This is an optimization exercise on Yosys and OpenROAD, whose aim is a short achievable clock period and few clock cycles, not a production implementation.
RTL that was checked went through simulation tests only; none was proved equivalent to the original.
No functional check of the RTL was part of runs 1 and 2.
Power and IR drop assume default switching activity.

==> flow/design.v, too long to show whole: its modules and the start of the top module <==
// module Registrador: 14 lines
// module Instr_Reg: 24 lines
// module Banco_reg: 24 lines
// module RegDesloc: 31 lines
// module ula32: 56 lines
// module LSize: 14 lines
// module SSize: 15 lines
// module mux_A: 16 lines
// module mux_ALUOut: 22 lines
// module mux_B: 20 lines
// module mux_Mem: 21 lines
// module mux_ext: 8 lines
// module mux_hi: 8 lines
// module mux_lo: 8 lines
// module mux_shamt: 16 lines
// module mux_shift: 8 lines
// module mux_wreg: 15 lines
// module mux_writeData: 24 lines
// module shift2_26_to_28_pc: 15 lines
// module shift_16_ext_32: 6 lines
// module shift_lf_2: 6 lines
// module sign_extd: 6 lines
// module sign_extd1_to_32: 6 lines
// module Unidade_Controle: 1864 lines
// module CPU: 372 lines
module CPU(
    input  wire        clk,
    input  wire        reset,
    output wire [31:0] mem_addr,
    output wire        mem_wr,
    output wire [31:0] mem_wdata,
    input  wire [31:0] mem_rdata
);
  // ...
==> flow/flow/run.sh <==
#!/bin/bash
# The standard layout (the standard.sh: standard synthesis, floorplan,
# placement, CTS, routing), with the post-CTS and post-global-route timing
# repair asked to leave a setup margin, so that it sizes and buffers the
# critical paths for a shorter achieved period. The clock period and I/O
# constraints are the standard flow's, unchanged. Output goes to flow_standard.log.
set -euo pipefail
bash standard.sh SETUP_SLACK_MARGIN=15 TNS_END_PERCENT=5 finish > flow_standard.log 2>&1
==> flow/standard.sh <==
#!/bin/bash
# synth_recipe.tcl (not shown) runs the flow's synth.tcl, then flattens the netlist and writes it again
# the make line also repeats each setting of config.mk as NAME=value (left out here)
make -C /OpenROAD-flow-scripts/flow DESIGN_CONFIG=/design/flow/config.mk WORK_HOME=/design/flow/orfs CLKGATE_MAP_FILE= SYNTH_SCRIPT=/design/flow/synth_recipe.tcl "${@:-finish}"
==> flow/config.mk <==
export PLATFORM = sky130hd
export DESIGN_NAME = CPU
export DESIGN_NICKNAME = CPU
export VERILOG_FILES = /design/flow/design.v
export SDC_FILE = /design/flow/constraint.sdc
export NUM_CORES = 4
export LEC_CHECK = 0
export CAP_MARGIN = 20
export CELL_PAD_IN_SITES_DETAIL_PLACEMENT = 1
export CELL_PAD_IN_SITES_GLOBAL_PLACEMENT = 2
export CORE_MARGIN = 2
export CORE_UTILIZATION = 30
export PLACE_DENSITY = 0.5
export SLEW_MARGIN = 20
==> flow/constraint.sdc <==
create_clock -name core_clock -period 22.0 [get_ports {clk}]
set_input_delay 4.4000 -clock core_clock [delete_from_list [all_inputs] [get_ports {clk}]]
set_output_delay 4.4000 -clock core_clock [all_outputs]
set_load 0.01 [all_outputs]
==> flow_metrics.py, run 1 <==
metrics = {
    "detailed_routing": {
        "ant_nets": 0,
        "wl_met2_um": 885500,
        "drt_iter0_markers": 35100,
    },
    "clocking": {
        "clk_latency_ns": 1.31,
        "clockRootBuffer": "clkbuf_16",
        "cts_htree_levels": 6,
    },
    "sta": {
        "rsz0062_at_grt": "yes",
        "setup_ws_ns": 14.70,
        "setup-violations-final": 0,
        "max_slew_margin": 0.08052,
        "worst_slew_pin_slew_ns": 1.379,
        "final_hold_viol_count": 0,
    },
    "synthesis": {
        "synth_compound_area_frac": 0.05894,
        "synthCells": 27910,
        "synth_fa_ha_area_frac": 0.006620,
        "avgSynthCellArea_sq_um": 14.61,
        "synth_seq_area_share": 0.5028,
        "ys_warn_count": 1,
        "async_flop_share": 0.04784,
        "synth_simple_gate_area_share": 0.04406,
        "synth_xor_area_frac": 0.005798,
    },
    "floorplanning": {
        "num_rows": 428,
        "core-area_sq_um": 1357000,
        "die_x_um": 1170,
        "initial_utilization": 0.3006,
        "ios": 99,
    },
    "global_route": {
        "antenna_found_initial": 281,
        "grt_pass1_wl_um": 2652000,
        "grtUsageTotal": 0.2818,
    },
    "worst_setup_path": {
        "cp.depth": 14,
        "r2r_cells": 14,
    },
    "cells_and_area": {
        "drive_gt1_frac": 0.4085,
        "final_common_cell": "edfxtp_1",
        "num-nonclk-buffers": 1211,
        "largest_cell_class": "flip-flops and latches",
        "final_cells": 45990,
    },
    "pwr": {
        "pg_comb_mw": 40.8,
    },
    "outcome": {
        "outcome": "timing/DRC/antenna clean",
    },
}
==> module CPU, before the edit <==
module CPU(
    input  wire        clk,
    input  wire        reset,
    output wire [31:0] mem_addr,
    output wire        mem_wr,
    output wire [31:0] mem_wdata,
    input  wire [31:0] mem_rdata
);
    reg [31:0] ma;
    reg        mwr;
    reg [31:0] mwd;
    assign mem_addr  = ma;
    assign mem_wr    = mwr;
    assign mem_wdata = mwd;
    localparam K_NONE  = 3'd0;
    localparam K_FETCH = 3'd1;
    localparam K_LOAD  = 3'd2;
    localparam K_RMW   = 3'd3;
    localparam K_SLLM  = 3'd4;
    localparam K_ADDM1 = 3'd5;
    localparam K_ADDM2 = 3'd6;
    reg [2:0]  k1, k2, k3, k4, k5;
    reg        f1, f2, f3, f4;       
    reg [2:0]  s1, s2, s3, s4;       
    reg [4:0]  d1, d2, d3, d4;       
    reg [1:0]  z1, z2, z3, z4;       
    reg [31:0] p1, p2, p3, p4;       
    reg [31:0] rdq;
    wire t4f    = (k4 == K_FETCH) & f4;        
    wire t4load = (k4 == K_LOAD);
    wire t4rmw  = (k4 == K_RMW);
    wire t5cx   = (k5 == K_SLLM) | (k5 == K_ADDM2);
    reg [1023:0] rf;
    reg [31:0]   rfv;                
    localparam CL = 128;             
    reg [CL*32-1:0] cw;              
    reg [CL*3-1:0]  ct;              
    reg [CL-1:0]    cv;              
    localparam QN = 8;
    reg [QN*32-1:0] qw;              
    reg [QN*32-1:0] qp;              
    reg [QN-1:0]    qv;              
    reg [2:0]       qh, qt;
    reg [3:0]       qc;              
    reg [31:0] fa;                   
    reg [31:0] xpc;                  
    reg        halted;
    reg [31:0] pend;                 
    reg        mem_block;            
    reg        cx_busy;              
    reg [4:0]  cx_dest;
    reg [31:0] cx_val;
    reg [31:0] cx_addr;
    reg [1:0]  cx_sz;
    reg        cx_sllm;
    reg [31:0] cx_tmp;
    reg        dv;
    reg [31:0] ir;
    reg [31:0] dpc;
    wire [5:0]  op  = ir[31:26];
    wire [4:0]  rs  = ir[25:21];
    wire [4:0]  rt  = ir[20:16];
    wire [4:0]  rdf = ir[15:11];
    wire [4:0]  sh  = ir[10:6];
    wire [5:0]  fn  = ir[5:0];
    wire [15:0] imm = ir[15:0];
    wire [31:0] sei = {{16{imm[15]}}, imm};
    wire rtype   = (op == 6'h00);
    wire i_add   = rtype & (fn == 6'h20);
    wire i_sub   = rtype & (fn == 6'h22);
    wire i_and   = rtype & (fn == 6'h24);
    wire i_slt   = rtype & (fn == 6'h2a);
    wire i_sll   = rtype & (fn == 6'h00);
    wire i_srl   = rtype & (fn == 6'h02);
    wire i_sra   = rtype & (fn == 6'h03);
    wire i_sllv  = rtype & (fn == 6'h04);
    wire i_srav  = rtype & (fn == 6'h07);
    wire i_mfhi  = rtype & (fn == 6'h10);
    wire i_mflo  = rtype & (fn == 6'h12);
    wire i_addm  = rtype & (fn == 6'h05);
    wire i_jr    = rtype & (fn == 6'h08);
    wire i_addi  = (op == 6'h08);
    wire i_addiu = (op == 6'h09);
    wire i_slti  = (op == 6'h0a);
    wire i_lui   = (op == 6'h0f);
    wire i_lb    = (op == 6'h20);
    wire i_lh    = (op == 6'h21);
    wire i_lw    = (op == 6'h23);
    wire i_sllm  = (op == 6'h01);
    wire i_sb    = (op == 6'h28);
    wire i_sh    = (op == 6'h29);
    wire i_sw    = (op == 6'h2b);
    wire i_beq   = (op == 6'h04);
    wire i_bne   = (op == 6'h05);
    wire i_ble   = (op == 6'h06);
    wire i_bgt   = (op == 6'h07);
    wire i_j     = (op == 6'h02);
    wire i_jal   = (op == 6'h03);
    wire r_alu   = i_add | i_sub | i_and | i_slt | i_sllv | i_srav;
    wire r_sh    = i_sll | i_srl | i_sra;
    wire i_load  = i_lb | i_lh | i_lw;
    wire i_rmw   = i_sb | i_sh;
    wire i_br    = i_beq | i_bne | i_ble | i_bgt;
    wire known   = r_alu | r_sh | i_mfhi | i_mflo | i_addm | i_jr |
                   i_addi | i_addiu | i_slti | i_lui | i_load | i_sllm |
                   i_rmw | i_sw | i_br | i_j | i_jal;
    wire use_rs  = r_alu | i_addm | i_jr | i_addi | i_addiu | i_slti | i_load |
                   i_sllm | i_rmw | i_sw | i_br;
    wire use_rt  = r_alu | r_sh | i_addm | i_sllm | i_rmw | i_sw | i_br;
    wire wr_now  = r_alu | r_sh | i_mfhi | i_mflo | i_addi | i_addiu | i_slti |
                   i_lui | i_jal;                  
    wire wr_late = i_load | i_sllm | i_addm;       
    wire [4:0] dst = i_jal ? 5'd31 :
                     ((r_alu | r_sh | i_mfhi | i_mflo | i_addm) ? rdf : rt);
    wire memop   = i_load | i_rmw | i_sw | i_sllm | i_addm;
    wire cplx    = i_rmw | i_sllm | i_addm;
    wire [31:0] dpc4 = dpc + 32'd4;
    wire [25:0] joff = ir[25:0] - dpc4[27:2];
    wire [31:0] A_rf = rfv[rs] ? rf[rs*32 +: 32] : ((rs == 5'd29) ? 32'd227 : 32'd0);
    wire [31:0] B_rf = rfv[rt] ? rf[rt*32 +: 32] : ((rt == 5'd29) ? 32'd227 : 32'd0);
    reg        ev;
    reg [31:0] eA, eB, eI, eS;       
    reg [4:0]  eN;                   
    reg [4:0]  edst;
    reg [31:0] epc, epc4, eT;        
    reg        e_short;              
    reg        e_far1;               
    reg        e_sra, e_add, e_sub, e_and, e_slt, e_shl, e_shr, e_lui, e_jal;
    reg        e_wr, e_wrl, e_load, e_sllm, e_rmw, e_sw, e_addm, e_addm_ph;
    reg        e_beq, e_bne, e_ble, e_bgt, e_j, e_jr, e_halt, e_addi;
    reg [1:0]  e_sz;
    wire        e_act  = ev & ~halted & (epc == xpc);
    wire [31:0] sum_ab = eA + eB;
    wire [31:0] dif_ab = eA - eB;
    wire [31:0] addr   = eA + eI;
    wire        eq_ab  = (eA == eB);
    wire        lt_ab  = (eA[31] ^ eB[31]) ? eA[31] : dif_ab[31];
    wire        ovf    = (eA[31] == eB[31]) & (sum_ab[31] != eA[31]);
    wire [31:0] sh_l   = eS << eN;
    wire [31:0] sh_r   = $signed({e_sra & eS[31], eS}) >>> eN;
    reg [31:0] e_res;
    always @(*) begin
        e_res = 32'd0;
        if (e_add)  e_res = sum_ab;
        if (e_sub)  e_res = dif_ab;
        if (e_and)  e_res = eA & eB;
        if (e_slt)  e_res = {31'd0, lt_ab};
        if (e_shl)  e_res = sh_l;
        if (e_shr)  e_res = sh_r;
        if (e_lui)  e_res = eI;
        if (e_jal)  e_res = epc4;
    end
    wire [6:0]  tix   = eT[8:2];
    wire        t_hit = cv[tix] & (ct[tix*3 +: 3] == eT[11:9]);
    wire [31:0] t_w   = cw[tix*32 +: 32];
    wire taken   = e_beq & eq_ab | e_bne & ~eq_ab | e_ble & (lt_ab | eq_ab) |
                   e_bgt & ~(lt_ab | eq_ab) | e_j | e_jr;
    wire e_halts = e_halt | (e_addi & ovf);
    wire e_hold  = e_act & e_addm & ~e_addm_ph;
    wire e_done  = e_act & ~e_hold;
    wire skip_ok = e_short & ~(t_hit & e_far1) & ~e_jr;
    wire redir   = e_done & taken & ~skip_ok;
    wire e_dmem  = e_act & (e_load | e_sllm | e_rmw | e_sw | e_addm);
    wire e_rfw   = e_done & e_wr;
    wire [31:0] ld_v = (z4 == 2'd0) ? mem_rdata :
                       (z4 == 2'd1) ? {16'd0, mem_rdata[15:0]} : {24'd0, mem_rdata[7:0]};
    wire ldA = t4load & (d4 == rs);
    wire ldB = t4load & (d4 == rt);
    wire ldD = t4load & (d4 == dst);
    wire e_late  = ev & e_wrl;
    wire hz = use_rs & (pend[rs] & ~ldA | e_late & (edst == rs)) |
              use_rt & (pend[rt] & ~ldB | e_late & (edst == rt)) |
              (wr_now | wr_late) & (pend[dst] & ~ldD | e_late & (edst == dst));
    wire blk = memop & (mem_block | ev & e_rmw) |
               cplx & (cx_busy | ev & (e_rmw | e_sllm | e_addm));
    wire d_go   = dv & ~halted & ~e_hold & ~hz & ~blk;
    wire d_free = ~dv | d_go;                  
    wire byA = e_rfw & (edst == rs);
    wire byB = e_rfw & (edst == rt);
    wire [31:0] A = byA ? e_res : (ldA ? ld_v : A_rf);
    wire [31:0] B = byB ? e_res : (ldB ? ld_v : B_rf);
    wire [6:0]  fix   = fa[8:2];
    wire        f_hit = cv[fix] & (ct[fix*3 +: 3] == fa[11:9]);
    wire [31:0] f_w   = cw[fix*32 +: 32];
    wire        space = (qc < QN);
    wire        bus_free = ~t4rmw & ~e_dmem;
    wire        f_get_hit  = ~redir & space & f_hit;
    wire        f_get_miss = ~redir & space & ~f_hit & bus_free;
    wire        f_alloc    = f_get_hit | f_get_miss;
    wire        r_miss_go  = redir & ~t_hit & ~t4rmw;
    wire        qne    = (qc != 4'd0);
    wire        h_fill = t4f & (s4 == qh) & qne;   
    wire        h_new  = ~qne & f_get_hit;         
    wire        h_ok   = (qne & qv[qh]) | h_fill | h_new;
    wire [31:0] h_w    = (qne & qv[qh]) ? qw[qh*32 +: 32] : (h_fill ? mem_rdata : f_w);
    wire [31:0] h_p    = qne ? qp[qh*32 +: 32] : fa;
    wire        pop    = ~redir & d_free & h_ok;
    integer i;
    always @(posedge clk or posedge reset) begin
        if (reset) begin
            ma <= 32'd0; mwr <= 1'b0;
            k1 <= K_NONE; k2 <= K_NONE; k3 <= K_NONE; k4 <= K_NONE; k5 <= K_NONE;
            f1 <= 1'b0; f2 <= 1'b0; f3 <= 1'b0; f4 <= 1'b0;
            rfv <= 32'd0;
            cv <= {CL{1'b0}};
            qv <= {QN{1'b0}};
            qh <= 3'd0; qt <= 3'd0; qc <= 4'd0;
            fa <= 32'd0; xpc <= 32'd0; halted <= 1'b0;
            pend <= 32'd0; mem_block <= 1'b0; cx_busy <= 1'b0;
            dv <= 1'b0; ev <= 1'b0; e_addm_ph <= 1'b0;
        end else begin
            k2 <= k1; k3 <= k2; k4 <= k3; k5 <= k4;
            f2 <= f1 & ~redir; f3 <= f2 & ~redir; f4 <= f3 & ~redir;
            mwr <= 1'b0;
            k1  <= K_NONE;
            f1  <= 1'b0;
            if (t4rmw) begin
                ma  <= cx_addr;
                mwr <= 1'b1;
            end else if (e_dmem) begin
                if (e_addm) begin
                    ma <= e_addm_ph ? eB : eA;
                    k1 <= e_addm_ph ? K_ADDM2 : K_ADDM1;
                end else begin
                    ma <= addr;
                    if (e_sw)        mwr <= 1'b1;
                    else if (e_load) k1 <= K_LOAD;
                    else if (e_sllm) k1 <= K_SLLM;
                    else             k1 <= K_RMW;
                end
            end else if (r_miss_go) begin
                ma <= eT;
                k1 <= K_FETCH; f1 <= 1'b1;
            end else if (f_get_miss) begin
                ma <= fa;
                k1 <= K_FETCH; f1 <= 1'b1;
            end
            if (redir)        fa <= (t_hit | ~t4rmw) ? eT + 32'd4 : eT;
            else if (f_alloc) fa <= fa + 32'd4;
            if (redir) begin
                qh <= 3'd0;
                qt <= r_miss_go ? 3'd1 : 3'd0;
                qc <= r_miss_go ? 4'd1 : 4'd0;
                qv <= {QN{1'b0}};
                dv <= t_hit;
            end else begin
                if (f_alloc) qt <= qt + 3'd1;
                if (pop)     qh <= qh + 3'd1;
                qc <= qc + (f_alloc ? 4'd1 : 4'd0) - (pop ? 4'd1 : 4'd0);
                for (i = 0; i < QN; i = i + 1) begin
                    if (f_alloc && qt == i) qv[i] <= f_get_hit;
                    if (t4f && s4 == i)     qv[i] <= 1'b1;
                    if (pop && qh == i)     qv[i] <= 1'b0;
                end
                if (d_free) dv <= h_ok;
            end
            if (k4 == K_FETCH) cv[p4[8:2]] <= 1'b1;
            if (e_act & e_halts) halted <= 1'b1;
            if (e_act & e_addm) e_addm_ph <= ~e_addm_ph;
            if (e_done) xpc <= taken ? eT : epc4;
            if (~e_hold) ev <= d_go;
            if (e_done & (e_rmw | e_sllm | e_addm)) cx_busy <= 1'b1;
            if (e_done & e_rmw) mem_block <= 1'b1;
            if (t4rmw) begin mem_block <= 1'b0; cx_busy <= 1'b0; end
            if (t5cx) cx_busy <= 1'b0;
            for (i = 0; i < 32; i = i + 1) begin
                if ((t4load && d4 == i) || (t5cx && cx_dest == i))
                    pend[i] <= 1'b0;
                if (e_done && e_wrl && edst == i)
                    pend[i] <= 1'b1;
                if ((t4load && d4 == i) || (t5cx && cx_dest == i) || (e_rfw && edst == i))
                    rfv[i] <= 1'b1;
            end
        end
    end
    always @(posedge clk) begin
        rdq <= mem_rdata;
        d2 <= d1; d3 <= d2; d4 <= d3;
        z2 <= z1; z3 <= z2; z4 <= z3;
        p2 <= p1; p3 <= p2; p4 <= p3;
        s2 <= s1; s3 <= s2; s4 <= s3;
        if (e_dmem) begin
            d1 <= edst;
            z1 <= e_sz;
        end
        if (r_miss_go) begin
            p1 <= eT; s1 <= 3'd0;
        end else begin
            p1 <= fa; s1 <= qt;
        end
        if (t4rmw)
            mwd <= (cx_sz == 2'd2) ? {mem_rdata[31:8], cx_val[7:0]}
                                   : {mem_rdata[31:16], cx_val[15:0]};
        else if (e_dmem & e_sw)
            mwd <= eB;
        if (k4 == K_FETCH) begin
            cw[p4[8:2]*32 +: 32] <= mem_rdata;
            ct[p4[8:2]*3 +: 3]   <= p4[11:9];
        end
        for (i = 0; i < QN; i = i + 1) begin
            if (t4f && s4 == i)
                qw[i*32 +: 32] <= mem_rdata;
            else if (f_get_hit && qt == i)
                qw[i*32 +: 32] <= f_w;
            if (r_miss_go && i == 0)
                qp[i*32 +: 32] <= eT;
            else if (f_alloc && qt == i)
                qp[i*32 +: 32] <= fa;
        end
        if (redir) begin
            ir  <= t_w;
            dpc <= eT;
        end else if (d_free) begin
            ir  <= h_w;
            dpc <= h_p;
        end
        if (e_done & (e_rmw | e_sllm | e_addm)) begin
            cx_dest <= edst;
            cx_val  <= eB;
            cx_addr <= addr;
            cx_sz   <= e_sz;
            cx_sllm <= e_sllm;
        end
        if (k4 == K_ADDM1) cx_tmp <= mem_rdata;
        if (~e_hold) begin
            eA   <= A;
            eB   <= (i_addi | i_addiu | i_slti) ? sei : B;
            eI   <= i_lui ? {imm, 16'd0} : sei;
            eS   <= (i_sllv | i_srav) ? A : B;
            eN   <= (i_sllv | i_srav) ? B[4:0] : sh;
            edst <= dst;
            epc  <= dpc;
            epc4 <= dpc4;
            eT   <= i_jr ? A :
                    ((i_j | i_jal) ? {dpc4[31:28], ir[25:0], 2'b00}
                                   : (dpc4 + {sei[29:0], 2'b00}));
            e_short <= (i_j | i_jal) ? (joff[25:3] == 23'd0 && joff[2:0] <= 3'd4)
                                     : (imm[15:3] == 13'd0 && imm[2:0] <= 3'd4);
            e_far1  <= (i_j | i_jal) ? (joff[2:0] >= 3'd2) : (imm[2:0] >= 3'd2);
            e_add <= i_add | i_addi | i_addiu;
            e_sub <= i_sub;
            e_and <= i_and;
            e_slt <= i_slt | i_slti;
            e_shl <= i_sll | i_sllv;
            e_shr <= i_srl | i_sra | i_srav;
            e_sra <= i_sra | i_srav;
            e_lui <= i_lui;
            e_jal <= i_jal;
            e_wr  <= wr_now;
            e_wrl <= wr_late;
            e_load <= i_load;
            e_sllm <= i_sllm;
            e_rmw  <= i_rmw;
            e_sw   <= i_sw;
            e_addm <= i_addm;
            e_beq <= i_beq; e_bne <= i_bne; e_ble <= i_ble; e_bgt <= i_bgt;
            e_j   <= i_j | i_jal;
            e_jr  <= i_jr;
            e_halt <= ~known;
            e_addi <= i_addi;
            e_sz  <= (i_lw | i_sw) ? 2'd0 : ((i_lh | i_sh) ? 2'd1 : 2'd2);
        end
        for (i = 0; i < 32; i = i + 1) begin
            if (t4load && d4 == i)
                rf[i*32 +: 32] <= ld_v;
            else if (t5cx && cx_dest == i)
                rf[i*32 +: 32] <= cx_sllm ? (cx_val << rdq[4:0]) : (cx_tmp + rdq);
            else if (e_rfw && edst == i)
                rf[i*32 +: 32] <= e_res;
        end
    end
endmodule
==> inputs of run 2 (changes only) <==
--- a/flow/design.v
+++ b/flow/design.v
@@ -2267,30 +2267,19 @@
     localparam K_ADDM1 = 3'd5;
     localparam K_ADDM2 = 3'd6;
     reg [2:0]  k1, k2, k3, k4, k5;
-    reg        f1, f2, f3, f4;       
-    reg [2:0]  s1, s2, s3, s4;       
     reg [4:0]  d1, d2, d3, d4;       
     reg [1:0]  z1, z2, z3, z4;       
     reg [31:0] p1, p2, p3, p4;       
     reg [31:0] rdq;
-    wire t4f    = (k4 == K_FETCH) & f4;        
-    wire t4load = (k4 == K_LOAD);
-    wire t4rmw  = (k4 == K_RMW);
-    wire t5cx   = (k5 == K_SLLM) | (k5 == K_ADDM2);
     reg [1023:0] rf;
     reg [31:0]   rfv;                
-    localparam CL = 128;             
-    reg [CL*32-1:0] cw;              
-    reg [CL*3-1:0]  ct;              
-    reg [CL-1:0]    cv;              
     localparam QN = 8;
-    reg [QN*32-1:0] qw;              
-    reg [QN*32-1:0] qp;              
-    reg [QN-1:0]    qv;              
-    reg [2:0]       qh, qt;
-    reg [3:0]       qc;              
+    reg [255:0] qw;                  
+    reg [255:0] qp;                  
+    reg [2:0]   qh, qt;
+    reg [3:0]   qc;
     reg [31:0] fa;                   
-    reg [31:0] xpc;                  
+    reg [31:0] xpc;               
     reg        halted;
     reg [31:0] pend;                 
     reg        mem_block;            
@@ -2326,6 +2315,7 @@
     wire i_mflo  = rtype & (fn == 6'h12);
     wire i_addm  = rtype & (fn == 6'h05);
     wire i_jr    = rtype & (fn == 6'h08);
+    wire i_rte   = rtype & (fn == 6'h13);
     wire i_addi  = (op == 6'h08);
     wire i_addiu = (op == 6'h09);
     wire i_slti  = (op == 6'h0a);
@@ -2348,7 +2338,7 @@
     wire i_load  = i_lb | i_lh | i_lw;
     wire i_rmw   = i_sb | i_sh;
     wire i_br    = i_beq | i_bne | i_ble | i_bgt;
-    wire known   = r_alu | r_sh | i_mfhi | i_mflo | i_addm | i_jr |
+    wire known   = r_alu | r_sh | i_mfhi | i_mflo | i_addm | i_jr | i_rte |
                    i_addi | i_addiu | i_slti | i_lui | i_load | i_sllm |
                    i_rmw | i_sw | i_br | i_j | i_jal;
     wire use_rs  = r_alu | i_addm | i_jr | i_addi | i_addiu | i_slti | i_load |
@@ -2362,21 +2352,19 @@
     wire memop   = i_load | i_rmw | i_sw | i_sllm | i_addm;
     wire cplx    = i_rmw | i_sllm | i_addm;
     wire [31:0] dpc4 = dpc + 32'd4;
-    wire [25:0] joff = ir[25:0] - dpc4[27:2];
     wire [31:0] A_rf = rfv[rs] ? rf[rs*32 +: 32] : ((rs == 5'd29) ? 32'd227 : 32'd0);
     wire [31:0] B_rf = rfv[rt] ? rf[rt*32 +: 32] : ((rt == 5'd29) ? 32'd227 : 32'd0);
     reg        ev;
     reg [31:0] eA, eB, eI, eS;       
     reg [4:0]  eN;                   
     reg [4:0]  edst;
-    reg [31:0] epc, epc4, eT;        
+    reg [31:0] epc4, eT;             
     reg        e_short;              
-    reg        e_far1;               
-    reg        e_sra, e_add, e_sub, e_and, e_slt, e_shl, e_shr, e_lui, e_jal;
+    reg        e_sra, e_add, e_sub, e_and, e_slt, e_shl, e_shr, e_lui, e_jal, e_zero;
     reg        e_wr, e_wrl, e_load, e_sllm, e_rmw, e_sw, e_addm, e_addm_ph;
-    reg        e_beq, e_bne, e_ble, e_bgt, e_j, e_jr, e_halt, e_addi;
+    reg        e_beq, e_bne, e_ble, e_bgt, e_j, e_jr, e_rte, e_halt, e_addi;
     reg [1:0]  e_sz;
-    wire        e_act  = ev & ~halted & (epc == xpc);
+    wire        e_act  = ev & ~halted;
     wire [31:0] sum_ab = eA + eB;
     wire [31:0] dif_ab = eA - eB;
     wire [31:0] addr   = eA + eI;
@@ -2397,73 +2385,68 @@
         if (e_lui)  e_res = eI;
         if (e_jal)  e_res = epc4;
     end
-    wire [6:0]  tix   = eT[8:2];
-    wire        t_hit = cv[tix] & (ct[tix*3 +: 3] == eT[11:9]);
-    wire [31:0] t_w   = cw[tix*32 +: 32];
     wire taken   = e_beq & eq_ab | e_bne & ~eq_ab | e_ble & (lt_ab | eq_ab) |
-                   e_bgt & ~(lt_ab | eq_ab) | e_j | e_jr;
+                   e_bgt & ~(lt_ab | eq_ab) | e_j;
     wire e_halts = e_halt | (e_addi & ovf);
     wire e_hold  = e_act & e_addm & ~e_addm_ph;
     wire e_done  = e_act & ~e_hold;
-    wire skip_ok = e_short & ~(t_hit & e_far1) & ~e_jr;
-    wire redir   = e_done & taken & ~skip_ok;
-    wire e_dmem  = e_act & (e_load | e_sllm | e_rmw | e_sw | e_addm);
-    wire e_rfw   = e_done & e_wr;
-    wire [31:0] ld_v = (z4 == 2'd0) ? mem_rdata :
-                       (z4 == 2'd1) ? {16'd0, mem_rdata[15:0]} : {24'd0, mem_rdata[7:0]};
-    wire ldA = t4load & (d4 == rs);
-    wire ldB = t4load & (d4 == rt);
-    wire ldD = t4load & (d4 == dst);
+    wire e_go    = e_done & ~e_halts;
+    wire redir   = e_go & ((taken & ~e_short) | e_jr | e_rte);
+    wire [31:0] rtgt = e_jr ? eA : (e_rte ? 32'd0 : eT);
+    wire e_dmem  = e_act & ~e_halts & (e_load | e_sllm | e_rmw | e_sw | e_addm);
+    wire e_rfw   = e_go & e_wr;
     wire e_late  = ev & e_wrl;
-    wire hz = use_rs & (pend[rs] & ~ldA | e_late & (edst == rs)) |
-              use_rt & (pend[rt] & ~ldB | e_late & (edst == rt)) |
-              (wr_now | wr_late) & (pend[dst] & ~ldD | e_late & (edst == dst));
-    wire blk = memop & (mem_block | ev & e_rmw) |
-               cplx & (cx_busy | ev & (e_rmw | e_sllm | e_addm));
-    wire d_go   = dv & ~halted & ~e_hold & ~hz & ~blk;
-    wire d_free = ~dv | d_go;                  
+    wire hz = use_rs & (pend[rs] | e_late & (edst == rs)) |
+              use_rt & (pend[rt] | e_late & (edst == rt)) |
+              (wr_now | wr_late) & (pend[dst] | e_late & (edst == dst));
+    wire blk = memop & (mem_block | ev & e_rmw) | cplx & (cx_busy | ev & (e_rmw | e_sllm | e_addm));
+    wire eqT = (dpc == eT);
+    wire eq4 = (dpc == epc4);
+    wire eqX = (dpc == xpc);
+    wire pcm = e_act ? (taken ? eqT : eq4) : eqX;
+    wire d_ok   = dv & ~halted & ~e_hold & ~(e_act & e_halts) & ~redir;
+    wire d_kill = d_ok & ~pcm;
+    wire d_go   = d_ok & pcm & ~hz & ~blk;
+    wire d_free = ~dv | d_kill | d_go;         
     wire byA = e_rfw & (edst == rs);
     wire byB = e_rfw & (edst == rt);
-    wire [31:0] A = byA ? e_res : (ldA ? ld_v : A_rf);
-    wire [31:0] B = byB ? e_res : (ldB ? ld_v : B_rf);
-    wire [6:0]  fix   = fa[8:2];
-    wire        f_hit = cv[fix] & (ct[fix*3 +: 3] == fa[11:9]);
-    wire [31:0] f_w   = cw[fix*32 +: 32];
-    wire        space = (qc < QN);
-    wire        bus_free = ~t4rmw & ~e_dmem;
-    wire        f_get_hit  = ~redir & space & f_hit;
-    wire        f_get_miss = ~redir & space & ~f_hit & bus_free;
-    wire        f_alloc    = f_get_hit | f_get_miss;
-    wire        r_miss_go  = redir & ~t_hit & ~t4rmw;
-    wire        qne    = (qc != 4'd0);
-    wire        h_fill = t4f & (s4 == qh) & qne;   
-    wire        h_new  = ~qne & f_get_hit;         
-    wire        h_ok   = (qne & qv[qh]) | h_fill | h_new;
-    wire [31:0] h_w    = (qne & qv[qh]) ? qw[qh*32 +: 32] : (h_fill ? mem_rdata : f_w);
-    wire [31:0] h_p    = qne ? qp[qh*32 +: 32] : fa;
-    wire        pop    = ~redir & d_free & h_ok;
+    wire [31:0] A = byA ? e_res : A_rf;
+    wire [31:0] B = byB ? e_res : B_rf;
+    wire        t4f   = (k4 == K_FETCH);
+    wire        qne   = (qc != 4'd0);
+    wire [31:0] qhw   = qw[qh*32 +: 32];
+    wire [31:0] qhp   = qp[qh*32 +: 32];
+    wire        ir_ld = d_free & (qne | t4f);
+    wire        push  = t4f & (qne | ~d_free);
+    wire        pop   = d_free & qne;
+    wire [2:0] nf = (k1 == K_FETCH) + (k2 == K_FETCH) + (k3 == K_FETCH) + (k4 == K_FETCH);
+    wire fetch_ok = ({1'b0, qc} + {2'b0, nf}) < QN;
+    wire t4load = (k4 == K_LOAD);
+    wire t4rmw  = (k4 == K_RMW);
+    wire t5cx   = (k5 == K_SLLM) | (k5 == K_ADDM2);
     integer i;
     always @(posedge clk or posedge reset) begin
         if (reset) begin
             ma <= 32'd0; mwr <= 1'b0;
-            k1 <= K_NONE; k2 <= K_NONE; k3 <= K_NONE; k4 <= K_NONE; k5 <= K_NONE;
-            f1 <= 1'b0; f2 <= 1'b0; f3 <= 1'b0; f4 <= 1'b0;
+            k1 <= K_FETCH; k2 <= K_NONE; k3 <= K_NONE; k4 <= K_NONE; k5 <= K_NONE;
+            p1 <= 32'd0;
             rfv <= 32'd0;
-            cv <= {CL{1'b0}};
-            qv <= {QN{1'b0}};
             qh <= 3'd0; qt <= 3'd0; qc <= 4'd0;
-            fa <= 32'd0; xpc <= 32'd0; halted <= 1'b0;
+            fa <= 32'd4; xpc <= 32'd0; halted <= 1'b0;
             pend <= 32'd0; mem_block <= 1'b0; cx_busy <= 1'b0;
             dv <= 1'b0; ev <= 1'b0; e_addm_ph <= 1'b0;
         end else begin
-            k2 <= k1; k3 <= k2; k4 <= k3; k5 <= k4;
-            f2 <= f1 & ~redir; f3 <= f2 & ~redir; f4 <= f3 & ~redir;
+            k2 <= (redir && k1 == K_FETCH) ? K_NONE : k1;
+            k3 <= (redir && k2 == K_FETCH) ? K_NONE : k2;
+            k4 <= (redir && k3 == K_FETCH) ? K_NONE : k3;
+            k5 <= k4;
+            p2 <= p1; p3 <= p2; p4 <= p3;
             mwr <= 1'b0;
             k1  <= K_NONE;
-            f1  <= 1'b0;
             if (t4rmw) begin
                 ma  <= cx_addr;
                 mwr <= 1'b1;
+                if (redir) fa <= rtgt;
             end else if (e_dmem) begin
                 if (e_addm) begin
                     ma <= e_addm_ph ? eB : eA;
@@ -2475,45 +2458,38 @@
                     else if (e_sllm) k1 <= K_SLLM;
                     else             k1 <= K_RMW;
                 end
-            end else if (r_miss_go) begin
-                ma <= eT;
-                k1 <= K_FETCH; f1 <= 1'b1;
-            end else if (f_get_miss) begin
+            end else if (redir) begin
+                ma <= rtgt;
+                p1 <= rtgt;
+                k1 <= K_FETCH;
+                fa <= rtgt + 32'd4;
+            end else if (fetch_ok) begin
                 ma <= fa;
-                k1 <= K_FETCH; f1 <= 1'b1;
+                p1 <= fa;
+                k1 <= K_FETCH;
+                fa <= fa + 32'd4;
             end
-            if (redir)        fa <= (t_hit | ~t4rmw) ? eT + 32'd4 : eT;
-            else if (f_alloc) fa <= fa + 32'd4;
             if (redir) begin
-                qh <= 3'd0;
-                qt <= r_miss_go ? 3'd1 : 3'd0;
-                qc <= r_miss_go ? 4'd1 : 4'd0;
-                qv <= {QN{1'b0}};
-                dv <= t_hit;
+                qc <= 4'd0; qh <= 3'd0; qt <= 3'd0;
+                dv <= 1'b0;
             end else begin
-                if (f_alloc) qt <= qt + 3'd1;
-                if (pop)     qh <= qh + 3'd1;
-                qc <= qc + (f_alloc ? 4'd1 : 4'd0) - (pop ? 4'd1 : 4'd0);
-                for (i = 0; i < QN; i = i + 1) begin
-                    if (f_alloc && qt == i) qv[i] <= f_get_hit;
-                    if (t4f && s4 == i)     qv[i] <= 1'b1;
-                    if (pop && qh == i)     qv[i] <= 1'b0;
-                end
-                if (d_free) dv <= h_ok;
+                if (push) qt <= qt + 3'd1;
+                if (pop)  qh <= qh + 3'd1;
+                qc <= qc + (push ? 4'd1 : 4'd0) - (pop ? 4'd1 : 4'd0);
+                if (d_free) dv <= qne | t4f;
             end
-            if (k4 == K_FETCH) cv[p4[8:2]] <= 1'b1;
             if (e_act & e_halts) halted <= 1'b1;
             if (e_act & e_addm) e_addm_ph <= ~e_addm_ph;
-            if (e_done) xpc <= taken ? eT : epc4;
+            if (e_done) xpc <= taken ? eT : (e_jr ? eA : (e_rte ? 32'd0 : epc4));
             if (~e_hold) ev <= d_go;
-            if (e_done & (e_rmw | e_sllm | e_addm)) cx_busy <= 1'b1;
-            if (e_done & e_rmw) mem_block <= 1'b1;
+            if (e_go & (e_rmw | e_sllm | e_addm)) cx_busy <= 1'b1;
+            if (e_go & e_rmw) mem_block <= 1'b1;
             if (t4rmw) begin mem_block <= 1'b0; cx_busy <= 1'b0; end
             if (t5cx) cx_busy <= 1'b0;
             for (i = 0; i < 32; i = i + 1) begin
                 if ((t4load && d4 == i) || (t5cx && cx_dest == i))
                     pend[i] <= 1'b0;
-                if (e_done && e_wrl && edst == i)
+                if (e_go && e_wrl && edst == i)
                     pend[i] <= 1'b1;
                 if ((t4load && d4 == i) || (t5cx && cx_dest == i) || (e_rfw && edst == i))
                     rfv[i] <= 1'b1;
@@ -2524,44 +2500,24 @@
         rdq <= mem_rdata;
         d2 <= d1; d3 <= d2; d4 <= d3;
         z2 <= z1; z3 <= z2; z4 <= z3;
-        p2 <= p1; p3 <= p2; p4 <= p3;
-        s2 <= s1; s3 <= s2; s4 <= s3;
         if (e_dmem) begin
             d1 <= edst;
             z1 <= e_sz;
         end
-        if (r_miss_go) begin
-            p1 <= eT; s1 <= 3'd0;
-        end else begin
-            p1 <= fa; s1 <= qt;
-        end
         if (t4rmw)
             mwd <= (cx_sz == 2'd2) ? {mem_rdata[31:8], cx_val[7:0]}
                                    : {mem_rdata[31:16], cx_val[15:0]};
         else if (e_dmem & e_sw)
             mwd <= eB;
-        if (k4 == K_FETCH) begin
-            cw[p4[8:2]*32 +: 32] <= mem_rdata;
-            ct[p4[8:2]*3 +: 3]   <= p4[11:9];
-        end
-        for (i = 0; i < QN; i = i + 1) begin
-            if (t4f && s4 == i)
-                qw[i*32 +: 32] <= mem_rdata;
-            else if (f_get_hit && qt == i)
-                qw[i*32 +: 32] <= f_w;
-            if (r_miss_go && i == 0)
-                qp[i*32 +: 32] <= eT;
-            else if (f_alloc && qt == i)
-                qp[i*32 +: 32] <= fa;
+        if (push) begin
+            qw[qt*32 +: 32] <= mem_rdata;
+            qp[qt*32 +: 32] <= p4;
         end
-        if (redir) begin
-            ir  <= t_w;
-            dpc <= eT;
-        end else if (d_free) begin
-            ir  <= h_w;
-            dpc <= h_p;
+        if (ir_ld) begin
+            ir  <= qne ? qhw : mem_rdata;
+            dpc <= qne ? qhp : p4;
         end
-        if (e_done & (e_rmw | e_sllm | e_addm)) begin
+        if (e_go & (e_rmw | e_sllm | e_addm)) begin
             cx_dest <= edst;
             cx_val  <= eB;
             cx_addr <= addr;
@@ -2576,14 +2532,12 @@
             eS   <= (i_sllv | i_srav) ? A : B;
             eN   <= (i_sllv | i_srav) ? B[4:0] : sh;
             edst <= dst;
-            epc  <= dpc;
             epc4 <= dpc4;
-            eT   <= i_jr ? A :
-                    ((i_j | i_jal) ? {dpc4[31:28], ir[25:0], 2'b00}
-                                   : (dpc4 + {sei[29:0], 2'b00}));
-            e_short <= (i_j | i_jal) ? (joff[25:3] == 23'd0 && joff[2:0] <= 3'd4)
+            eT   <= (i_j | i_jal) ? {dpc4[31:28], ir[25:0], 2'b00}
+                                  : (dpc4 + {sei[29:0], 2'b00});
+            e_short <= (i_j | i_jal) ? ((ir[25:0] - dpc[27:2]) <= 26'd5 &&
+                                        (ir[25:0] - dpc[27:2]) != 26'd0)
                                      : (imm[15:3] == 13'd0 && imm[2:0] <= 3'd4);
-            e_far1  <= (i_j | i_jal) ? (joff[2:0] >= 3'd2) : (imm[2:0] >= 3'd2);
             e_add <= i_add | i_addi | i_addiu;
             e_sub <= i_sub;
             e_and <= i_and;
@@ -2603,13 +2557,15 @@
             e_beq <= i_beq; e_bne <= i_bne; e_ble <= i_ble; e_bgt <= i_bgt;
             e_j   <= i_j | i_jal;
             e_jr  <= i_jr;
+            e_rte <= i_rte;
             e_halt <= ~known;
             e_addi <= i_addi;
             e_sz  <= (i_lw | i_sw) ? 2'd0 : ((i_lh | i_sh) ? 2'd1 : 2'd2);
         end
         for (i = 0; i < 32; i = i + 1) begin
             if (t4load && d4 == i)
-                rf[i*32 +: 32] <= ld_v;
+                rf[i*32 +: 32] <= (z4 == 2'd0) ? mem_rdata :
+                                  (z4 == 2'd1) ? {16'd0, mem_rdata[15:0]} : {24'd0, mem_rdata[7:0]};
             else if (t5cx && cx_dest == i)
                 rf[i*32 +: 32] <= cx_sllm ? (cx_val << rdq[4:0]) : (cx_tmp + rdq);
             else if (e_rfw && edst == i)
==> flow/run.sh (new file) <==
#!/bin/bash
# synth_recipe.tcl (not shown) runs the flow's synth.tcl, then flattens the netlist and writes it again
# the make line also repeats each setting of config.mk as NAME=value (left out here)
make -C /OpenROAD-flow-scripts/flow DESIGN_CONFIG=/design/flow/config.mk WORK_HOME=/design/flow/orfs CLKGATE_MAP_FILE= SYNTH_SCRIPT=/design/flow/synth_recipe.tcl finish
removed: flow/flow/run.sh
removed: flow/standard.sh
==> run 2 against run 1 <==
  * Still clean
  * Maximum frequency shrank 37%
  * Clock-buffer cell count shrank 752
  * Worst setup slack lost 4.2 ns
  * Synthesized cell count shrank 51%
  * Combinational power shrank 97%
  * Clock power shrank 64%
  * Largest cell class is now multi-input combinational cells
==> flow_metrics.py, run 2 <==
metrics = {
    "sta": {
        "rsz0062_at_grt": "no",
        "fmaxAchievable_mhz": 86.94,
        "max_slew_margin": 0.1248,
        "finalMaxSlewViolations": 0,
        "clock_skew_ns": 0.06710,
        "setup_tns_ns": 0,
        "finalCritPeriodShare": 0.5228,
        "worst_slew_pin_slew_ns": 1.287,
        "final_hold_viol_count": 0,
        "setup-violations-final": 0,
        "fin_crit_ns": 11.50,
    },
    "placement": {
        "io_buffers": 98,
        "dp_hpwl_um": 604900,
        "dp_cells": 19240,
        "routabilityCongestion": 0.9478,
    },
    "worst_setup_path": {
        "critPathKind": "reg -> reg",
        "crit_path_start_kind": "flip-flop",
        "critPathMaxFanout": 97,
        "cp_slowest_cell": "buf_4",
        "crit_family": "compound AO/OA/AOI/OAI gates",
        "r2r_slack_ns": 10.50,
        "critical_path_buf_inv_count": 4,
        "cp-end-kind": "flip-flop",
        "cp.required_ns": 22.58,
        "rr_startpoint": "eA[4]",
        "cp.arrival_ns": 12.08,
        "critPathMaxStageDelay_ns": 0.87,
        "r2r_end": "qw[145]",
        "r2r_cells": 26,
    },
    "detailed_routing": {
        "drt_first_pass_iters": 5,
        "num_vias": 126400,
        "ant_nets": 0,
        "wirelength_um": 895700,
        "drc": 0,
        "drt_iter0_markers": 16430,
        "viasPerCell": 6.362,
        "detail_route.wl_per_cell_um": 45.09,
    },
    "clocking": {
        "cts_htree_levels": 5,
        "cts_tree": "built",
        "clockBufferDepth": 4,
        "cts_inserted_buffers": 314,
        "clockRootBuffer": "clkbuf_16",
        "ctsResizeCount": 0,
        "cts.clk_slew.worst_paths_ns": 0.06,
        "clk_latency_ns": 1.00,
        "cts_hold_buf": 0,
        "clock-sinks": 2345,
        "post_cts_buffers": 0,
    },
    "synthesis": {
        "synth_common_cells": "edfxtp_1, nand2_1, nor2_1",
        "avgSynthCellArea_sq_um": 10.71,
        "synth_edf_count": 2069,
        "yosysTopAreaCell": "edfxtp_1",
        "yosysUniqueCellTypes": 96,
        "ys_ff_latch": 2345,
        "ys_warn_count": 1,
        "ys.flop_type": "edfxtp_1",
        "synth_seq_area_share": 0.4730,
        "async_flop_share": 0.09510,
        "yosys-top-cells-area": "edfxtp_1, mux4_2, o21ai_0",
        "synthCells": 13580,
        "synth_fp_nets": 13820,
        "yosys.cell_count.top_type": "edfxtp_1",
        "synth_top_area_frac": 0.4273,
        "syn_area_sq_um": 145400,
    },
    "outcome": {
        "outcome": "timing/DRC/antenna clean",
    },
    "cells_and_area": {
        "largest_register_ffs": 1024,
        "areaGrowthSynthToFinish_pct": 13.56,
        "final_cells": 19860,
        "final_cell_mix": "edfxtp_1, nand2_1, nor2_1",
        "drive_gt1_frac": 0.1731,
        "final_common_cell": "edfxtp_1",
        "n_fill_cell": 52220,
        "area.sequential_sq_um": 68790,
        "num-nets-final": 13370,
        "multi_input_area_sq_um": 71980,
    },
    "floorplanning": {
        "initial_utilization": 0.3014,
        "num_rows": 255,
        "dieArea_sq_um": 490200,
        "die_y_um": 700.2,
        "ios": 99,
        "core-area_sq_um": 482400,
        "die_x_um": 700.2,
    },
    "global_route": {
        "grt_pass1_vias": 124700,
        "overflow": 0,
        "grtUsageTotal": 0.3552,
        "grt_pass1_wl_um": 1184000,
        "grt_max_degree": 185,
        "antenna_found_initial": 90,
    },
    "pwr": {
        "cellPowerDensity_nw_per_um2": 68.80,
        "power_frac_comb": 0.099,
        "switchingPower_mw": 3.170,
        "seqPwrFrac": 0.439,
        "clkPwrFrac": 0.462,
        "p_int_mw": 8.189,
        "p_leak_nw": 58.50,
        "ir_drop_mv": 0.05623,
        "swShare": 0.2791,
    },
    "hold_path": {
        "hold_depth": 0,
        "hold_end": "d3[2]",
        "min-delay-start": "d2[2]",
        "hp-class": "reg -> reg",
    },
    "run": {
        "cap_violations": 0,
    },
}
## run 2: cell count changes after synthesis, sizes merged, moves of 68 or more
cell    previous run  this run
mux2            4617        51
edfxtp          6483      2069
mux4            3802       885
clkbuf          2219      1093
nand2           1963      1525
a22o              40       464
buf              691       290
mux2i            582       323
o21ai           1472      1224
nor2            1474      1287
dfrtp            331       221
a21oi           1255      1177
a31oi             54       125
xor2             109        41
## run 2: per-stage QoR
| stage | power (mW) | hold WS (ns) | instance area [sq um] | util | setup WS, ns |
|---|---|---|---|---|---|
| floorplan | 5.593 | 0.3096 | 145400 | - | 5.420 |
| global placement | 6.173 | 0.3120 | 154800 | 0.3208 | 10.72 |
| CTS | 11.43 | 0.3269 | 164900 | 0.3418 | 10.52 |
| finish | 11.36 | 0.3265 | 165100 | 0.3423 | 10.50 |
| global route | 11.63 | 0.3287 | 165000 | 0.3420 | 10.05 |
| detailed placement | 6.178 | 0.3134 | 154800 | 0.3210 | 10.57 |
## run 2: final cells by class
cell class | count | area share
diodes | 58 | 0.0008790
repair buffers | 622 | 0.03046
well taps | 6425 | 0.04869
clock buffers | 414 | 0.05201
flip-flops and latches | 2345 | 0.4166
multi-input cells | 9565 | 0.4360
inverters | 283 | 0.006525
clock inverters | 152 | 0.008843
## run 2: cell families after synthesis
logic type | Yosys count | synth area share
AO/OA/AOI/OAI | 4262 | 0.1842
XOR/XNOR | 137 | 0.008253
buffers and inverters | 1666 | 0.04395
adder cells (fa/ha/maj) | 205 | 0.01811
multiplexers | 1259 | 0.1633
AND/OR/NAND/NOR | 3702 | 0.1092
flip-flops | 2345 | 0.4730
## run 2: worst max-delay path by stage
stage	cells after the start	startpoint	slack, ns	end
floorplan	8	e_addm	5.42	qp[0]
global placement	27	eA[1]	10.72	qw[150]
detailed placement	26	eA[4]	10.57	qw[145]
CTS	26	eA[4]	10.52	qw[145]
global route	26	eA[4]	10.05	qw[234]
finish	26	eA[4]	10.50	qw[145]
## run 2: power groups by stage
stage / clock network, mW / logic, mW / registers [mW]
2_1_floorplan: 0 / 0.619 / 4.97
3_3_place_gp: 0 / 1.10 / 5.08
3_5_place_dp: 0 / 1.10 / 5.07
4_1_cts: 5.34 / 1.11 / 4.98
5_1_grt: 5.49 / 1.16 / 4.98
6_report: 5.25 / 1.13 / 4.98
## run 2: layer usage
layer | vias to the layer above | part of all wire | global-route usage
li1 | 51020 | - | -
met1 | 67260 | 0.40 | 0.4531
met2 | 6408 | 0.46 | 0.5726
met3 | 1660 | 0.069 | 0.05654
met4 | 32 | 0.068 | 0.2041
met5 | - | 0.00023 | 0
## run 2: worst reg2reg max path: stages (launching register included)
cell and delay, ns:
edfxtp_1 0.51, ha_1 0.51, nand2_1 0.17, a211o_1 0.32, a21o_1 0.30, o31ai_1 0.53
a21o_1 0.35, and3_1 0.21, a2111oi_1 0.11, buf_4 0.21, o31ai_1 0.43, a21o_1 0.22
a21oi_1 0.10, fa_1 0.43, a211oi_1 0.63, nand2_1 0.41, o221ai_1 0.42, a31oi_1 0.15
nor4_1 0.58, nand4_1 0.24, nor4_4 0.59, nand2_1 0.14, o21ai_0 0.52, o21ai_0 0.44
inv_8 0.63, buf_6 0.83, buf_4 1.03
==> inputs of run 3 (changes only) <==
--- a/flow/design.v
+++ b/flow/design.v
@@ -2358,13 +2358,13 @@
     reg [31:0] eA, eB, eI, eS;       
     reg [4:0]  eN;                   
     reg [4:0]  edst;
-    reg [31:0] epc4, eT;             
+    reg [31:0] epc, epc4, eT;        
     reg        e_short;              
     reg        e_sra, e_add, e_sub, e_and, e_slt, e_shl, e_shr, e_lui, e_jal, e_zero;
     reg        e_wr, e_wrl, e_load, e_sllm, e_rmw, e_sw, e_addm, e_addm_ph;
     reg        e_beq, e_bne, e_ble, e_bgt, e_j, e_jr, e_rte, e_halt, e_addi;
     reg [1:0]  e_sz;
-    wire        e_act  = ev & ~halted;
+    wire        e_act  = ev & ~halted & (epc == xpc);
     wire [31:0] sum_ab = eA + eB;
     wire [31:0] dif_ab = eA - eB;
     wire [31:0] addr   = eA + eI;
@@ -2390,24 +2390,18 @@
     wire e_halts = e_halt | (e_addi & ovf);
     wire e_hold  = e_act & e_addm & ~e_addm_ph;
     wire e_done  = e_act & ~e_hold;
-    wire e_go    = e_done & ~e_halts;
+    wire e_go    = e_done;
     wire redir   = e_go & ((taken & ~e_short) | e_jr | e_rte);
     wire [31:0] rtgt = e_jr ? eA : (e_rte ? 32'd0 : eT);
-    wire e_dmem  = e_act & ~e_halts & (e_load | e_sllm | e_rmw | e_sw | e_addm);
+    wire e_dmem  = e_act & ~e_halt & (e_load | e_sllm | e_rmw | e_sw | e_addm);
     wire e_rfw   = e_go & e_wr;
     wire e_late  = ev & e_wrl;
     wire hz = use_rs & (pend[rs] | e_late & (edst == rs)) |
               use_rt & (pend[rt] | e_late & (edst == rt)) |
               (wr_now | wr_late) & (pend[dst] | e_late & (edst == dst));
     wire blk = memop & (mem_block | ev & e_rmw) | cplx & (cx_busy | ev & (e_rmw | e_sllm | e_addm));
-    wire eqT = (dpc == eT);
-    wire eq4 = (dpc == epc4);
-    wire eqX = (dpc == xpc);
-    wire pcm = e_act ? (taken ? eqT : eq4) : eqX;
-    wire d_ok   = dv & ~halted & ~e_hold & ~(e_act & e_halts) & ~redir;
-    wire d_kill = d_ok & ~pcm;
-    wire d_go   = d_ok & pcm & ~hz & ~blk;
-    wire d_free = ~dv | d_kill | d_go;         
+    wire d_go   = dv & ~halted & ~e_hold & ~hz & ~blk;
+    wire d_free = ~dv | d_go;                  
     wire byA = e_rfw & (edst == rs);
     wire byB = e_rfw & (edst == rt);
     wire [31:0] A = byA ? e_res : A_rf;
@@ -2417,8 +2411,8 @@
     wire [31:0] qhw   = qw[qh*32 +: 32];
     wire [31:0] qhp   = qp[qh*32 +: 32];
     wire        ir_ld = d_free & (qne | t4f);
-    wire        push  = t4f & (qne | ~d_free);
-    wire        pop   = d_free & qne;
+    wire        push  = t4f;
+    wire        pop   = ir_ld;
     wire [2:0] nf = (k1 == K_FETCH) + (k2 == K_FETCH) + (k3 == K_FETCH) + (k4 == K_FETCH);
     wire fetch_ok = ({1'b0, qc} + {2'b0, nf}) < QN;
     wire t4load = (k4 == K_LOAD);
@@ -2480,7 +2474,7 @@
             end
             if (e_act & e_halts) halted <= 1'b1;
             if (e_act & e_addm) e_addm_ph <= ~e_addm_ph;
-            if (e_done) xpc <= taken ? eT : (e_jr ? eA : (e_rte ? 32'd0 : epc4));
+            if (e_done) xpc <= e_jr ? eA : (e_rte ? 32'd0 : (taken ? eT : epc4));
             if (~e_hold) ev <= d_go;
             if (e_go & (e_rmw | e_sllm | e_addm)) cx_busy <= 1'b1;
             if (e_go & e_rmw) mem_block <= 1'b1;
@@ -2532,6 +2526,7 @@
             eS   <= (i_sllv | i_srav) ? A : B;
             eN   <= (i_sllv | i_srav) ? B[4:0] : sh;
             edst <= dst;
+            epc  <= dpc;
             epc4 <= dpc4;
             eT   <= (i_j | i_jal) ? {dpc4[31:28], ir[25:0], 2'b00}
                                   : (dpc4 + {sei[29:0], 2'b00});
==> flow/flow/run.sh (new file) <==
#!/bin/bash
# The standard layout (the standard.sh: standard synthesis, floorplan,
# placement, CTS, routing), with the post-CTS and post-global-route timing
# repair asked to leave a setup margin, so that it sizes and buffers the
# critical paths for a shorter achieved period. The clock period and I/O
# constraints are the standard flow's, unchanged. Output goes to flow_standard.log.
set -euo pipefail
bash standard.sh SETUP_SLACK_MARGIN=16 TNS_END_PERCENT=5 finish > flow_standard.log 2>&1
==> flow/standard.sh (new file) <==
#!/bin/bash
# synth_recipe.tcl (not shown) runs the flow's synth.tcl, then flattens the netlist and writes it again
# the make line also repeats each setting of config.mk as NAME=value (left out here)
make -C /OpenROAD-flow-scripts/flow DESIGN_CONFIG=/design/flow/config.mk WORK_HOME=/design/flow/orfs CLKGATE_MAP_FILE= SYNTH_SCRIPT=/design/flow/synth_recipe.tcl "${@:-finish}"
removed: flow/run.sh
==> run 3 against run 2 <==
  * Worst setup slack better by 5.0 ns
  * Sequential power is 48% higher
  * Worst hold slack worse by 0.0021 ns
  * Synthesized area is 0.47% lower
  * Cell count is 0.83% higher
  * Total power is 110% higher
==> flow_metrics.py, run 3 <==
metrics = {
    "outcome": {
        "outcome": "timing/DRC/antenna clean",
    },
    "synthesis": {
        "synth_fa_ha_area_frac": 0.01828,
        "synthCells": 13470,
        "synth_mux_area_frac": 0.1659,
        "avgSynthCellArea_sq_um": 10.74,
        "async_flop_share": 0.09389,
        "ys_ff_latch": 2375,
        "synth_xor_area_frac": 0.01071,
        "ys_warn_count": 1,
        "yosys-top-cells-area": "edfxtp_1, mux4_2, o21ai_0",
        "synth_edf_count": 2099,
        "synth_common_cells": "edfxtp_1, nand2_1, o21ai_0",
        "yosys.cell_count.top_type": "edfxtp_1",
        "synth_simple_gate_area_share": 0.1144,
        "synth_fp_nets": 13710,
        "synth_top_area_frac": 0.4356,
        "synth_top_family_by_area": "compound AO/OA/AOI/OAI gates",
        "synth_seq_area_share": 0.4815,
        "yosysUniqueCellTypes": 109,
        "syn_area_sq_um": 144700,
        "ys.flop_type": "edfxtp_1",
        "synth_compound_area_frac": 0.1693,
        "yosysTopAreaCell": "edfxtp_1",
    },
    "floorplanning": {
        "initial_utilization": 0.3006,
        "die_x_um": 698.5,
        "ios": 99,
        "num_rows": 255,
        "dieArea_sq_um": 487900,
        "core-area_sq_um": 481500,
        "die_y_um": 698.5,
    },
    "placement": {
        "routabilityCongestion": 0.9606,
        "dp_worst_setup_slack_ns": 13.86,
        "postPlaceCellArea_sq_um": 154600,
        "dp_hpwl_um": 589000,
        "dp_cells": 19300,
        "io_buffers": 98,
    },
    "clocking": {
        "cts_inserted_buffers": 317,
        "cts.clk_slew.worst_paths_ns": 0.06,
        "clock-sinks": 2375,
        "cts_htree_levels": 5,
        "cts_hold_buf": 0,
        "clockBufferDepth": 4,
        "clockRootBuffer": "clkbuf_16",
        "clk_latency_ns": 1.02,
        "cts_tree": "built",
    },
    "sta": {
        "setup_ws_ns": 15.52,
        "setup-violations-final": 0,
        "finalMaxSlewViolations": 0,
        "finalCritPeriodShare": 0.2944,
        "fin_crit_ns": 6.478,
        "final_hold_viol_count": 0,
        "setup_tns_ns": 0,
        "max_slew_margin": 0.1147,
        "worst_slew_pin_slew_ns": 1.314,
        "fmaxAchievable_mhz": 154.4,
        "rsz0062_at_grt": "yes",
        "clock_skew_ns": 0.08260,
        "fin_hold_ws_ns": 0.3244,
    },
    "worst_setup_path": {
        "cp.arrival_ns": 7.18,
        "critPathMaxFanout": 82,
        "r2r_slack_ns": 15.52,
        "crit_family": "buffers and inverters",
        "critPathKind": "reg -> reg",
        "critical_path_buf_inv_count": 4,
        "cp_slowest_cell": "o21ai_0",
        "crit_path_start_kind": "flip-flop",
        "cpMostUsedCell": "o21ai_0",
        "cp.required_ns": 22.70,
        "critPathMaxStageDelay_ns": 0.72,
        "cp-end-kind": "flip-flop",
        "crit_chain": "buf_4 -> buf_4 -> buf_12 -> buf_6 -> mux4_2 -> mux2i_1 -> o21ai_0 -> nand3_1 -> o21ai_0 -> o21ai_0 -> o21ai_0",
    },
    "detailed_routing": {
        "detail_route.wl_per_cell_um": 42.79,
        "viasPerCell": 6.248,
        "drt_first_pass_iters": 6,
        "drc": 0,
        "num_vias": 125100,
        "wirelength_um": 857100,
        "ant_nets": 0,
        "drt_iter0_markers": 15200,
    },
    "cells_and_area": {
        "areaGrowthSynthToFinish_pct": 14.77,
        "final_common_cell": "edfxtp_1",
        "finalInstanceArea_sq_um": 166100,
        "final_cells": 20030,
        "fin_util": 0.3450,
        "final_cell_mix": "edfxtp_1, nand2_1, o21ai_0",
        "largest_register_ffs": 1024,
        "num-nets-final": 13480,
        "drive_gt1_frac": 0.1813,
    },
    "global_route": {
        "antenna_found_initial": 106,
        "grtUsageTotal": 0.3406,
        "grt_pass1_vias": 123400,
        "overflow": 0,
        "grt_max_degree": 145,
        "grt_pass1_wl_um": 1143000,
    },
    "run": {
        "cap_violations": 0,
    },
    "hold_path": {
        "hp-class": "reg -> reg",
    },
    "pwr": {
        "p_leak_nw": 60.01,
        "cellPowerDensity_nw_per_um2": 146.4,
        "total_power_mw": 24.31,
        "ir_drop_mv": 0.1592,
    },
}
## run 3: changes by cell type after synthesis, sizes merged, moves of 84 or more
cell	change
nand2	+328
a22o	-319
a21oi	-269
o21ai	+269
mux2i	+133
clkbuf	-88
o221ai	+84
## run 3: final timing paths
check	startpoint	endpoint	cells after the start
min in group asynchronous	reset	ma[8]	2
worst min register to register	z2[1]	z3[1]	0
worst max register to register	ir[17]	eB[7]	11
max in group asynchronous	reset	rfv[10]	5
worst max-delay path	ir[17]	eB[7]	11
worst min-delay path	z2[1]	z3[1]	0
## run 3: worst reg2reg max path: cells and delay by family, from the launching register on
family | cells | cell delay [ns]
AND/OR/NAND/NOR | 1 | 0.53
flip-flops | 1 | 0.45
AO/OA/AOI/OAI | 4 | 1.85
multiplexers | 2 | 0.51
buffers and inverters | 4 | 2.86
## run 3: report_power, final
part,switching (mW),internal (mW)
sequential,0.937,6.45
combinational,7.63,3.96
clock,2.29,3.03
## run 3: what timing repair did
action	in CTS	in global routing
buffers inserted	26	23
gates cloned	2	2
setup endpoints to repair	441	207
gates resized for setup	172	22
pin swaps	14	15
## run 3: cells by family after synthesis
family / after synthesis
compound gates: 3974
mux: 1365
fa+ha+maj: 206
buf+inv: 1462
simple gates: 3915
xor+xnor: 177
flops: 2375
## run 3: per-layer routing
| layer | GRT usage | up-vias | part of all wire |
|---|---|---|---|
| met1 | 0.4386 | 66440 | 0.40 |
| met2 | 0.5497 | 6188 | 0.47 |
| li1 | - | 51010 | - |
| met4 | 0.1773 | 16 | 0.060 |
| met3 | 0.05824 | 1482 | 0.070 |
| met5 | 0 | - | 0.00011 |
## run 3: area by class of cell
cell class | instances | area [sq um]
fill | 52070 | 315400
antenna | 109 | 272.8
multi-input combinational | 9639 | 71330
clock inverter | 154 | 1563
clock buffer | 417 | 8685
tap | 6425 | 8039
sequential | 2375 | 69710
inverter | 204 | 804.5
timing repair buffer | 706 | 5684
Testbench counts of run 3, summed over its fixed seeds: cycles 64,715.

[port drivers added, routing unchanged]
The results above use ideal ports. As a check the final layouts listed here were re-extracted and re-timed, cells and wires unchanged. Step 1, drivers: a clkbuf_16 drives clk and a buf_2 each remaining input, both assumed. Step 2 also shifts input and output timing later by t, the mid clock arrival at the registers, as if the neighbouring blocks saw the same clock. Slacks: ideal / step 1 / step 2; pairs: ideal / step 1.
| run | t (ns) | slack for setup (ns) | hold WS [ns] | slew at the worst register clock pin (ns) |
|---|---|---|---|---|
| run 1 | 1.386 | 14.704 / 14.704 / 13.925 | 0.316 / 0.316 / 0.316 | 0.07 / 0.07 |
| run 2 | 1.096 | 10.498 / 10.498 / 10.498 | 0.327 / 0.327 / 0.327 | 0.07 / 0.07 |
| run 3 | 1.114 | 15.522 / 15.522 / 15.005 | 0.324 / 0.324 / 0.324 | 0.07 / 0.07 |
After both steps setup and hold are still met in every run listed. For run 1, which loses most, drivers alone change the setup slack by 0.000 ns; drivers and shift together by -0.779 ns. Setup slack includes reset recovery checks.
